This is an optimization exercise on Yosys and OpenROAD, whose aim is small area, a short achievable clock period and few clock cycles, not a production implementation. The RTL was checked by simulation tests, not by an equivalence proof against the original design.

Setup of maple:
==> flow/design.v (excerpt) <==
module multiplier ( input  wire clk, start, is_signed,
                    input  wire [31:0] a, b,
                    output wire [63:0] s,
                    output reg  done
                   );
  reg  [32:0] ar;             
  wire [32:0] ar_d;
  reg  [34:0] sr, cr;         
  reg  [31:0] l;              
  reg         ci;             
  reg  [7:0] plx, ply;      
  reg  [3:0] e1, e2, en;     
  reg         corr;           
  reg  [2:0] st;
  reg         cl;             
  reg         f0;             
  reg  [31:0] hr;             
  wire fin = (st == 3'd4);
  wire sq1 = sr[0] & ~f0;
  wire cq2 = cr[0] & ~f0;
  wire sq3 = sr[1] & ~f0;
  wire cq4 = cr[1] & ~f0;
  wire sq5 = sr[2] & ~f0;
  wire cq6 = cr[2] & ~f0;
  wire sq7 = sr[3] & ~f0;
  wire cq8 = cr[3] & ~f0;
  wire sq9 = sr[4] & ~f0;
  wire cq10 = cr[4] & ~f0;
  wire sq11 = sr[5] & ~f0;
  wire cq12 = cr[5] & ~f0;
  wire sq13 = sr[6] & ~f0;
  wire cq14 = cr[6] & ~f0;
  wire sq15 = sr[7] & ~f0;
  wire cq16 = cr[7] & ~f0;
  wire sq17 = sr[8] & ~f0;
  wire cq18 = cr[8] & ~f0;
  wire sq19 = sr[9] & ~f0;
  wire cq20 = cr[9] & ~f0;
  wire sq21 = sr[10] & ~f0;
  wire cq22 = cr[10] & ~f0;
  wire sq23 = sr[11] & ~f0;
  wire cq24 = cr[11] & ~f0;
  wire sq25 = sr[12] & ~f0;
  wire cq26 = cr[12] & ~f0;
  wire sq27 = sr[13] & ~f0;
  wire cq28 = cr[13] & ~f0;
  wire sq29 = sr[14] & ~f0;
  wire cq30 = cr[14] & ~f0;
  wire sq31 = sr[15] & ~f0;
  wire cq32 = cr[15] & ~f0;
  wire sq33 = sr[16] & ~f0;
  wire cq34 = cr[16] & ~f0;
  wire sq35 = sr[17] & ~f0;
  wire cq36 = cr[17] & ~f0;
  wire sq37 = sr[18] & ~f0;
  wire cq38 = cr[18] & ~f0;
  wire sq39 = sr[19] & ~f0;
  wire cq40 = cr[19] & ~f0;
  wire sq41 = sr[20] & ~f0;
  wire cq42 = cr[20] & ~f0;
  wire sq43 = sr[21] & ~f0;
  ...
==> flow/config.mk <==
export PLATFORM = sky130hd
export DESIGN_NAME = multiplier
export DESIGN_NICKNAME = multiplier
export VERILOG_FILES = /design/flow/design.v
export SDC_FILE = /design/flow/constraint.sdc
export NUM_CORES = 4
export LEC_CHECK = 0
export CAP_MARGIN = 20
export CORE_MARGIN = 2
export CORE_UTILIZATION = 40
export SETUP_SLACK_MARGIN = 4.2
export SLEW_MARGIN = 20
export SYNTH_HIERARCHICAL = 1
==> flow/constraint.sdc <==
create_clock -name core_clock -period 6.0 [get_ports {clk}]
set_input_delay 1.2000 -clock core_clock [delete_from_list [all_inputs] [get_ports {clk}]]
set_output_delay 1.2000 -clock core_clock [all_outputs]
set_load 0.01 [all_outputs]
standard.sh (not shown) runs the stock make flow with config.mk's settings and CLKGATE_MAP_FILE= SYNTH_SCRIPT=/design/flow/synth_recipe.tcl, a recipe that flattens the netlist after the stock synthesis.
==> flow/flow/run.sh <==
#!/bin/bash
# The standard layout, with faster port buffers (buf_2 instead of the
# default delay-cell buffer) so register-to-port paths are not limited by them.
set -euo pipefail
bash standard.sh "BUFFER_PORTS_ARGS=-buffer_cell sky130_fd_sc_hd__buf_2" finish > standard_flow.log 2>&1
maple ran to completion and came out clean on the timing, DRC and antenna checks.
Testbench counts of maple, summed over its fixed seeds: cycles 9,600.
Changes in pine relative to maple:
- SETUP_SLACK_MARGIN now 3.6, was 4.2
[summary]
pine vs maple: cell area after layout down in pine. From maple to pine the numbers moved as follows: half-perimeter wire length of the detailed placement result went up, wire length lost about 13%, overall global routing resource usage went down 2.7 points, sequential share of layout area moved up. Taking maple as the reference point, the number of cells on the critical path of pine rises by 1.


== run Y ==
multiplier, a different RTL version from the one above (not shown whole).
Size: about 130 I/O pins, about 16,000 µm² of cells after synthesis.
Design multiplier, start of the top module:
module multiplier ( input  wire clk, start, is_signed,
                    input  wire [31:0] a, b,
                    output wire [63:0] s,
                    output reg  done
                   );
  reg  [32:0] ar;             
  wire [32:0] ar_d;
  reg  [33:0] sr, cr;         
  reg  [31:0] l;              
  reg         ci;             
  reg  [7:0] plx, ply;      
  reg  [3:0] e1, e2, en;     
  reg         corr;           
  reg  [2:0] st;
  reg         cl;             
  reg         f0;             
  reg  [31:0] hr;             
  wire fin = (st == 3'd4);
  wire sq1 = sr[0] & ~f0;
  wire cq2 = cr[0] & ~f0;
  wire sq3 = sr[1] & ~f0;
  wire cq4 = cr[1] & ~f0;
  wire sq5 = sr[2] & ~f0;
  wire cq6 = cr[2] & ~f0;
  wire sq7 = sr[3] & ~f0;
  wire cq8 = cr[3] & ~f0;
  wire sq9 = sr[4] & ~f0;
  wire cq10 = cr[4] & ~f0;
  wire sq11 = sr[5] & ~f0;
  wire cq12 = cr[5] & ~f0;
  wire sq13 = sr[6] & ~f0;
  wire cq14 = cr[6] & ~f0;
  wire sq15 = sr[7] & ~f0;
  wire cq16 = cr[7] & ~f0;
  wire sq17 = sr[8] & ~f0;
  wire cq18 = cr[8] & ~f0;
  wire sq19 = sr[9] & ~f0;
  wire cq20 = cr[9] & ~f0;
  wire sq21 = sr[10] & ~f0;
  wire cq22 = cr[10] & ~f0;
  wire sq23 = sr[11] & ~f0;
  wire cq24 = cr[11] & ~f0;
  wire sq25 = sr[12] & ~f0;
  wire cq26 = cr[12] & ~f0;
  wire sq27 = sr[13] & ~f0;
  wire cq28 = cr[13] & ~f0;
  wire sq29 = sr[14] & ~f0;
  wire cq30 = cr[14] & ~f0;
  wire sq31 = sr[15] & ~f0;
  wire cq32 = cr[15] & ~f0;
  wire sq33 = sr[16] & ~f0;
  wire cq34 = cr[16] & ~f0;
  wire sq35 = sr[17] & ~f0;
  wire cq36 = cr[17] & ~f0;
  wire sq37 = sr[18] & ~f0;
  wire cq38 = cr[18] & ~f0;
  wire sq39 = sr[19] & ~f0;
  wire cq40 = cr[19] & ~f0;
  wire sq41 = sr[20] & ~f0;
  wire cq42 = cr[20] & ~f0;
  wire sq43 = sr[21] & ~f0;
  wire cq44 = cr[21] & ~f0;
  wire sq45 = sr[22] & ~f0;
  wire cq46 = cr[22] & ~f0;
  wire sq47 = sr[23] & ~f0;
  wire cq48 = cr[23] & ~f0;
  wire sq49 = sr[24] & ~f0;
  wire cq50 = cr[24] & ~f0;
  wire sq51 = sr[25] & ~f0;
  wire cq52 = cr[25] & ~f0;
  wire sq53 = sr[26] & ~f0;
  wire cq54 = cr[26] & ~f0;
  wire sq55 = sr[27] & ~f0;
  wire cq56 = cr[27] & ~f0;
  wire sq57 = sr[28] & ~f0;
  wire cq58 = cr[28] & ~f0;
  wire sq59 = sr[29] & ~f0;
  ...
export LEC_CHECK = 0
export CAP_MARGIN = 20
export CORE_MARGIN = 2
export CORE_UTILIZATION = 50
export SETUP_SLACK_MARGIN = 3.3
export SLEW_MARGIN = 20
export SYNTH_HIERARCHICAL = 1
create_clock -name core_clock -period 6.0 [get_ports {clk}]
Scripts as last shown in full above: flow/flow/run.sh
Testbench counts of run Y, summed over its fixed seeds: cycles 9,600.
Here is what was changed in the inputs of run M compared with run Y.
Settings: CORE_UTILIZATION changed from 50 to 45.
--- outcome ---
NOTE: tap cell count in run M exceeds that of run Y. There was hardly any difference in worst setup slack between run M and run Y. Run M and run Y ended up with nearly the same maximum frequency. Looking at endpoint of the most critical setup path, the sr[27] result is from run M; the sr[22] one comes from run Y. Run Y has higher final hold slack than run M. Against run Y as the reference, run M delivers a lower quantity of gates resized following cts. There was hardly any difference in sequential portion of the cell area between run M and run Y. Critical path depth (run M over run Y): increase, 1. Reported for run M and run Y, number of combinational gates with multiple inputs turned out identical to the last digit. Run M ended up with a lower area overhead of the layout relative to synthesis than run Y did. Between run M and run Y, it is run M whose share of post-route cells with drive strength above 1 is lower, by 0.23 points.

static timing again, ports no longer ideal:
Ports are ideal in the flow. The routed layouts listed here were re-timed in OpenROAD. Step 1 sets driving cells, clkbuf_16 on the clock port and buf_2 on the other inputs (assumed; they add their load-dependent delay and slew). Step 2 also shifts input and output timing later by t, the mid clock arrival at the registers, as if the neighbouring blocks saw the same clock. a / b / c = ideal / step 1 / step 2; a / b = the first two.
| run | shift t [ns] | setup WS [ns] | hold WS [ns] | latest minus earliest clock arrival (ns) |
|---|---|---|---|---|
| maple | 0.536 | 3.530 / 3.530 / 3.447 | 0.594 / 0.594 / 0.594 | 0.018 / 0.018 |
| pine | 0.533 | 3.517 / 3.517 / 3.181 | 0.520 / 0.520 / 0.520 | 0.013 / 0.014 |
| run Y | 0.512 | 3.382 / 3.382 / 2.984 | 0.548 / 0.548 / 0.548 | 0.017 / 0.017 |
| run M | 0.518 | 3.381 / 3.381 / 3.133 | 0.506 / 0.506 / 0.506 | 0.019 / 0.019 |
After both steps setup and hold are still met in every run listed. For run Y, which loses most, drivers alone change the setup slack by 0.000 ns; drivers and shift together by -0.398 ns.
